This is an optimization exercise on Yosys and OpenROAD, whose aim is small area, not a production implementation.
Only simulation tests tie the RTL to the original design; equivalence was not proved.
No activity file was given, so power comes from the tool's default toggle rates.

### flow/design.v
`timescale 1ns/1ps
module square(a,avg,outt);
	input [7:0] a;
	input [7:0] avg;
	output [15:0]outt;
	wire[7:0] result=(a>avg)? a-avg : avg-a;  
	wire [15:0] post_square=result*result;
	assign outt={2'b0,post_square[15:2]};  
endmodule
 module average(a,b,c,d,outt);
	input [7:0] a;
	input [7:0] b;
	input [7:0] c;
	input [7:0] d;
	output [7:0]outt;
	wire[15:0] result=a+b+c+d;
	assign outt=result[9:2];
endmodule
module multiplier_24(a,b,c);
	input [23:0] a;
	input [23:0] b;
	output [7:0] c;
	wire[7:0] result1,result2,result3;
	multiplier first(.a(a[7:0]),.b(b[7:0]),.c(result1));
	multiplier sec(.a(a[15:8]),.b(b[15:8]),.c(result2));
	multiplier third(.a(a[23:16]),.b(b[23:16]),.c(result3));
	wire[15:0] ans= result1+ result2+result3;
	assign c= (ans[15:8] == 8'b0) ? ans : 8'b11111111;
endmodule
module multiplier_3x3(a0,a1,a2,b0,b1,b2,c);
	input [23:0] a0;
	input [23:0] a1;
	input [23:0] a2; 
	input [23:0] b0;
	input [23:0] b1;
	input [23:0] b2;
	output [7:0] c;
	wire[7:0] result1,result2,result3;
	multiplier_24 firstrow(.a(a0),.b(b0),.c(result1));
	multiplier_24 secrow(.a(a1),.b(b1),.c(result2));
	multiplier_24 thirdrow(.a(a2),.b(b2),.c(result3));
	wire[15:0] ans= result1+ result2+result3;
	assign c= (ans[15:8] == 8'b0) ? ans : 8'b11111111;
endmodule
module multiplier
(
	a,b, c
);
	input [7:0] a;
	input [7:0] b;
	output [7:0] c;
	wire[15:0] ans= a * b;
	assign c= (ans[15:8] == 8'b0) ? ans : 8'b11111111;
endmodule
module ai_accel
(
        rst_n		,   
        clk,              
        addr		,   
		  wr_en,		 
		  accel_select,
		  data_in,
		  ctr,
        data_out	    
    );
	 input rst_n;
	 input clk;
	 input [31:0] addr;
	 input wr_en;
	 input accel_select;
	 input [31:0] data_in;
	 output [31:0] data_out;
	 output [15:0] ctr;
	 reg [31:0] data_out;
	 reg go_bit;
	 wire go_bit_in;
	 reg done_bit;
	 wire done_bit_in;
	 reg [15:0] counter;
	 reg [31:0] data_A0;
	 reg [31:0] data_A1;
	 reg [31:0] data_A2;
	 reg [31:0] data_B0;
	 reg [31:0] data_B1;
	 reg [31:0] data_B2;
	 reg [31:0] data_B3;
	 reg [31:0] result;
	 wire [7:0] level3_avg;
	 wire [31:0] data_C;
	 wire [31:0] data_C2;
	 reg [7:0] in1, in2;
	 wire[7:0] out;
	 assign ctr = counter;
	 always @(addr[5:2], data_A0,data_A1,data_A2, data_B0,data_B1,data_B2,data_B3, data_C,data_C2, counter, done_bit, go_bit, counter) begin
		case(addr[5:2])
		4'b1000: data_out = {done_bit, 30'b0, go_bit};
		4'b1001: data_out = {16'b0, counter}; 
		4'b1010: data_out = data_A0;
		4'b1011: data_out = data_A1;
		4'b1100: data_out = data_A2;
		4'b1101: data_out = data_B0;
		4'b1110: data_out = data_B1;
		4'b1111: data_out = data_B2;
		4'b0000: data_out = data_B3;
		4'b0001: data_out = data_C;
		4'b0010: data_out = data_C2;
		default: data_out = 32'b0;
		endcase
	 end
	 assign go_bit_in = (wr_en & accel_select & (addr[5:2] == 4'b1000));
	 always @(posedge clk or negedge rst_n)
		if(~rst_n) go_bit <= 1'b0;
		else go_bit <=  go_bit_in ? 1'b1 : 1'b0;
	 always @(posedge clk or negedge rst_n)
		if(~rst_n) begin
			counter <=16'b0;
			data_A0 <= 32'b0;
			data_A1 <= 32'b0;
			data_A2 <= 32'b0;
			data_B0 <= 32'b0;
			data_B1 <= 32'b0;
			data_B2 <= 32'b0;
			data_B3 <= 32'b0;
		end
		else begin
			if (wr_en & accel_select) begin
				data_A0 <= (addr[5:2] == 4'b1010) ? data_in : data_A0;
				data_A1 <= (addr[5:2] == 4'b1011) ? data_in : data_A1;
				data_A2 <= (addr[5:2] == 4'b1100) ? data_in : data_A2;
				data_B0 <= (addr[5:2] == 4'b1101) ? data_in : data_B0;
				data_B1 <= (addr[5:2] == 4'b1110) ? data_in : data_B1;
				data_B2 <= (addr[5:2] == 4'b1111) ? data_in : data_B2;
				data_B3 <= (addr[5:2] == 4'b0000) ? data_in : data_B3;
			end
			else begin
				data_A0 <= data_A0;
				data_A1 <= data_A1;
				data_A2 <= data_A2;
				data_B0 <= data_B0;
				data_B1 <= data_B1;
				data_B2 <= data_B2;
				data_B3 <= data_B3;
			end
			counter <= go_bit_in? 16'h00 : done_bit_in ? counter : counter +16'h01;
		end
	wire[7:0] result1,result2,result3,result4;
	 multiplier_3x3 firstitert(.a0(data_A0),.a1(data_A1),.a2(data_A2),.b0(data_B0[31:8]),.b1(data_B1[31:8]),.b2(data_B2[31:8]),.c(result1));
	 multiplier_3x3 secitert(.a0(data_A0),.a1(data_A1),.a2(data_A2),.b0(data_B0[23:0]),.b1(data_B1[23:0]),.b2(data_B2[23:0]),.c(result2));
	 multiplier_3x3 thirditeret(.a0(data_A0),.a1(data_A1),.a2(data_A2),.b0(data_B1[31:8]),.b1(data_B2[31:8]),.b2(data_B3[31:8]),.c(result3));
	 multiplier_3x3 fourthiteret(.a0(data_A0),.a1(data_A1),.a2(data_A2),.b0(data_B1[23:0]),.b1(data_B2[23:0]),.b2(data_B3[23:0]),.c(result4));
	average step3(.a(result1),.b(result2),.c(result3),.d(result4),.outt(level3_avg));
	wire [31:0] result_in;
	assign result_in[31:24]=(result1>level3_avg) ? result1-level3_avg : 8'b0;
	assign result_in[23:16]=(result2>level3_avg) ? result2-level3_avg : 8'b0;
	assign result_in[15:8]=(result3>level3_avg) ? result3-level3_avg : 8'b0;
	assign result_in[7:0]=(result4>level3_avg) ? result4-level3_avg : 8'b0;
	wire[15:0] resultcov1,resultcov2,resultcov3,resultcov4;
	square firstcov(.a(result1),.avg(level3_avg),.outt(resultcov1));
	square seccov(.a(result2),.avg(level3_avg),.outt(resultcov2));
	square thirdcov(.a(result3),.avg(level3_avg),.outt(resultcov3));
	square fourthcov(.a(result4),.avg(level3_avg),.outt(resultcov4));
	assign data_C2={16'b0, resultcov1} +{16'b0,resultcov2}+{16'b0,resultcov3}+{16'b0,resultcov4};
	 always @(posedge clk or negedge rst_n)
		if(~rst_n) result <=32'h0;
		else result <= result_in;
	 assign data_C = result;
	 assign done_bit_in = (counter == 16'd2);
	 always @(posedge clk or negedge rst_n)
		if(~rst_n) done_bit <= 1'b0;
		else done_bit <= go_bit_in ? 1'b0 : done_bit_in;
endmodule
### flow/run.sh
#!/bin/bash
# synth_recipe.tcl (not shown) runs the flow's synth.tcl, then flattens the netlist and writes it again
# the make line also repeats each setting of config.mk as NAME=value (left out here)
make -C /OpenROAD-flow-scripts/flow DESIGN_CONFIG=/design/flow/config.mk WORK_HOME=/design/flow/orfs CLKGATE_MAP_FILE= SYNTH_SCRIPT=/design/flow/synth_recipe.tcl finish
### flow/config.mk
export PLATFORM = sky130hd
export DESIGN_NAME = ai_accel
export DESIGN_NICKNAME = ai_accel
export VERILOG_FILES = /design/flow/design.v
export SDC_FILE = /design/flow/constraint.sdc
export NUM_CORES = 4
export LEC_CHECK = 0
export CAP_MARGIN = 20
export CORE_MARGIN = 2
export CORE_UTILIZATION = 45
export PLACE_DENSITY = 0.6
export SETUP_SLACK_MARGIN = 1.5
export SLEW_MARGIN = 20
### flow/constraint.sdc
create_clock -name core_clock -period 32.0 [get_ports {clk}]
set_input_delay 6.4000 -clock core_clock [delete_from_list [all_inputs] [get_ports {clk}]]
set_output_delay 6.4000 -clock core_clock [all_outputs]
set_load 0.01 [all_outputs]
==> results_dict.tcl <==
set metrics [dict create \
    powerDensity_mw_per_mm2 60.7 \
    hold_class "reg2reg" \
    io-pin-count 116 \
    synth_simple_gate_area_share 0.190 \
    rows 177 \
    first_pass_iters 9 \
    fin_crit_sh 0.923 \
    postCtsHoldBufs 0 \
    run_status "timing/DRC/antenna clean" \
    crit_top_cell "fa_1" \
    ys_seq_area_frac 0.0652 \
    place_congestion 0.967 \
    synth_cells 12100 \
    dp_hpwl_um 252000 \
    die_y_um 488 \
    ir_worst_vdd_v 0.0000534 \
    post-place-ws_ns 0.633 \
    layout_common_cells "inv_1 (2360), and2_1 (1718), ha_1 (1597), fa_1 (1583), nand2_1 (819)" \
    synth_xor_area_frac 0.0355 \
    fin_crit_ns 29.53 \
    die_area_sq_mm 0.238 \
    synth_fa_ha_area_frac 0.493 \
    cap_violations 0 \
    cts_root_buf "clkbuf_16" \
    grt.total_usage 0.267 \
    drt-total-wl_um 314000 \
    netlist_area_sq_mm 0.105 \
    layout_commonest_cell "inv_1" \
    synthArstFlopShare 1.00 \
    cts_max_level 1 \
    wl_per_cell_um 20.8 \
    worst_slack_ns 2.47 \
    synth_mux_area_frac 0.0300 \
    viasPerCell 5.41 \
    overflow 0 \
    numCtsBuffers 31 \
    cts_buffer_depth 3 \
    crit_arrival_ns 23.13 \
    drc 0 \
    synth-edff-count 0 \
    whs_path_depth 1 \
    cts_sinks 274 \
    max_slew_margin 0.156 \
    synth-compound-area-share 0.0843 \
    maxSlewViolCount 0 \
    grt_pass1_wl_um 495000 \
    tightest_slew_ns 1.26 \
    crit_fanout 18 \
    ys_ff_latch 274 \
    synth_nets 15300 \
    path_buf_inv 10 \
    final-setup-viol-count 0 \
    finalHoldViolCount 0 \
    antenna_found_initial 19 \
    rr_startpoint "data_B1[2]$_DFFE_PN0P_" \
    drive_gt1_frac 0.0755 \
    r2r-end "result[23]$_DFF_PN0_" \
    cts_tree "yes" \
    worstPathRequired_ns 25.60 \
    coreArea_sq_mm 0.233 \
    die_width_um 488 \
    clkTransAtPathRegs_ns 0.07 \
    rsz0062_at_grt "false" \
    cp_top_family "adder cells" \
    clock-skew-final_ns 0.0324 \
    endpoint_kind "output port" \
    min_from "data_A2[28]$_DFFE_PN0P_" \
    synth_ff_type "dfrtp_1" \
    port_buffers 87 \
    reg2regPathDepth 64 \
    nets 15300 \
    path_class "reg2out" \
    route.vias.total 81800 \
    startpoint_type "register" \
    start_util 0.452 \
    drt_iter0_markers 4835 \
    synthToLayoutAreaGrowth_pct 6.87 \
    avgSynthCellArea_sq_um 8.72 \
    cpPeakStageDelay_ns 0.62 \
    synth_top_family_by_area "adder cells" \
    p_leak_nw 57.6 \
    grt_max_degree 120 \
    critical_path.slowest_cell "fa_1" \
    min_to "data_A2[28]$_DFFE_PN0P_" \
    rrSetupSlack_ns 15.96 \
    grt_pass1_vias 86000 \
    clock_latency_ns 0.65 \
    max_freq_mhz 33.9 \
    setup_tns_ns 0 \
    ys_types 98 \
    ys_warn_count 13 \
    antenna_left 0 \
]
registers in the layout, indices dropped and copies added, names as in the netlist:
| name | cells |
|---|---|
| data_A2 | 32 |
| data_B0 | 32 |
| counter | 16 |
| result | 32 |
| data_A1 | 32 |
| go_bit | 1 |
| data_B3 | 32 |
| data_A0 | 32 |
| done_bit | 1 |
| data_B1 | 32 |
| data_B2 | 32 |
area by class of cell:
class / instances / area [sq um]
multi-input combinational: 8953 / 88400
inverter: 2362 / 8870
timing repair buffer: 402 / 3330
sequential: 274 / 7010
antenna: 17 / 42.5
clock inverter: 14 / 145
tap: 3043 / 3810
fill: 22200 / 120000
clock buffer: 41 / 853
Yosys cell counts, drive strengths merged (15+ instances only):
library cell	n	share of area
a211oi	20	0.0016
a21boi	42	0.0031
a21o	173	0.012
a21oi	316	0.015
a221oi	18	0.0015
a22oi	102	0.0073
a31oi	32	0.0019
and2	1718	0.10
and3	19	0.0011
buf	32	0.0017
clkbuf	449	0.016
dfrtp	274	0.065
fa	1585	0.30
ha	1610	0.19
inv	2362	0.084
mux2	232	0.025
mux2i	50	0.0051
nand2	822	0.029
nand2b	151	0.0090
nand3	53	0.0025
nand3b	15	0.0011
nand4	42	0.0025
nor2	443	0.016
nor2b	147	0.0088
nor3	94	0.0045
nor3b	15	0.0011
nor4	31	0.0018
o211ai	26	0.0019
o21a	60	0.0043
o21ai	308	0.015
o21bai	93	0.0066
o221ai	15	0.0012
or2	89	0.0053
or3	47	0.0028
xnor2	299	0.026
xor2	117	0.0099
kinds of logic after synthesis:
group	Yosys count
simple gates	3706
xor+xnor	416
flops	274
mux	282
buf+inv	2843
fa+ha+maj	3198
compound gates	1350
worst max path at each step:
stage | startpoint | slack, ns | endpoint | cells past startpoint
after floorplan | data_A1[5]$_DFFE_PN0P_ | 4.18 | data_out[14] | 92
after global placement | data_B1[2]$_DFFE_PN0P_ | 1.01 | data_out[14] | 88
after detailed placement | data_B1[2]$_DFFE_PN0P_ | 0.63 | data_out[14] | 89
after CTS | data_A1[3]$_DFFE_PN0P_ | 1.54 | data_out[14] | 95
after global routing | data_B1[2]$_DFFE_PN0P_ | 1.46 | data_out[14] | 93
final | data_B1[2]$_DFFE_PN0P_ | 2.47 | data_out[14] | 91
what timing repair did:
item                                   in CTS  in global routing
cloned                                      0                  1
resized for setup                         127                127
setup endpoints to repair                   8                  8
endpoints found under the hold margin       0                  0
pin swaps                                   7                 32
buffers inserted                           34                 56
where the power goes:
part | internal (mW) | leakage, nW | switching, mW
registers | 0.411 | 3.44 | 0.236
clock network | 0.198 | 0.476 | 0.177
logic | 2.44 | 53.7 | 3.36
routing by layer:
metal,vias up,GRT usage,part of all wire
li1,37700,-,-
met1,41700,0.351,0.43
met2,1962,0.449,0.47
met3,448,0.0189,0.048
met4,6,0.124,0.054
met5,-,0,0.00015
metrics by stage:
| stage | total power, mW | utilization | instance area, sq um | hold slack, ns | cells |
|---|---|---|---|---|---|
| 2_1_floorplan | 4.63 | - | 105000 | 0.481 | 12100 |
| 3_3_place_gp | 6.19 | 0.472 | 110000 | 0.490 | 14900 |
| 3_5_place_dp | 6.32 | 0.472 | 110000 | 0.497 | 14900 |
| 4_1_cts | 6.79 | 0.479 | 111000 | 0.512 | 15000 |
| 5_1_grt | 7.62 | 0.483 | 112000 | 0.527 | 15100 |
| 6_report | 6.82 | 0.483 | 112000 | 0.511 | 15100 |

==> port drivers added, routing unchanged <==
No port has a modelled driver above. Below, the same layout with a new extraction and two added sets of constraints.
Step 1 (the two cells are an assumption about what drives the block):
set clk [get_ports {clk}]
set_driving_cell -lib_cell sky130_fd_sc_hd__clkbuf_16 $clk
set_driving_cell -lib_cell sky130_fd_sc_hd__buf_2 [delete_from_list [all_inputs] $clk]
Step 2, shift: input delay + t, output delay - t, t = (earliest + latest rising clock arrival at the registers) / 2. This alone moves slack from input paths to output paths.
a / b / c = no drivers / after step 1 / after step 2; a / b = the first two.
t (ns): 0.712
setup WS [ns]: 2.469 / 2.392 / 3.103
worst setup path after step 2: register to output
clock arrival spread, ns: 0.033 / 0.033
After both steps setup and hold are still met in this run. The setup slack of this run moves by -0.077 ns with the drivers and by +0.634 ns with both steps.
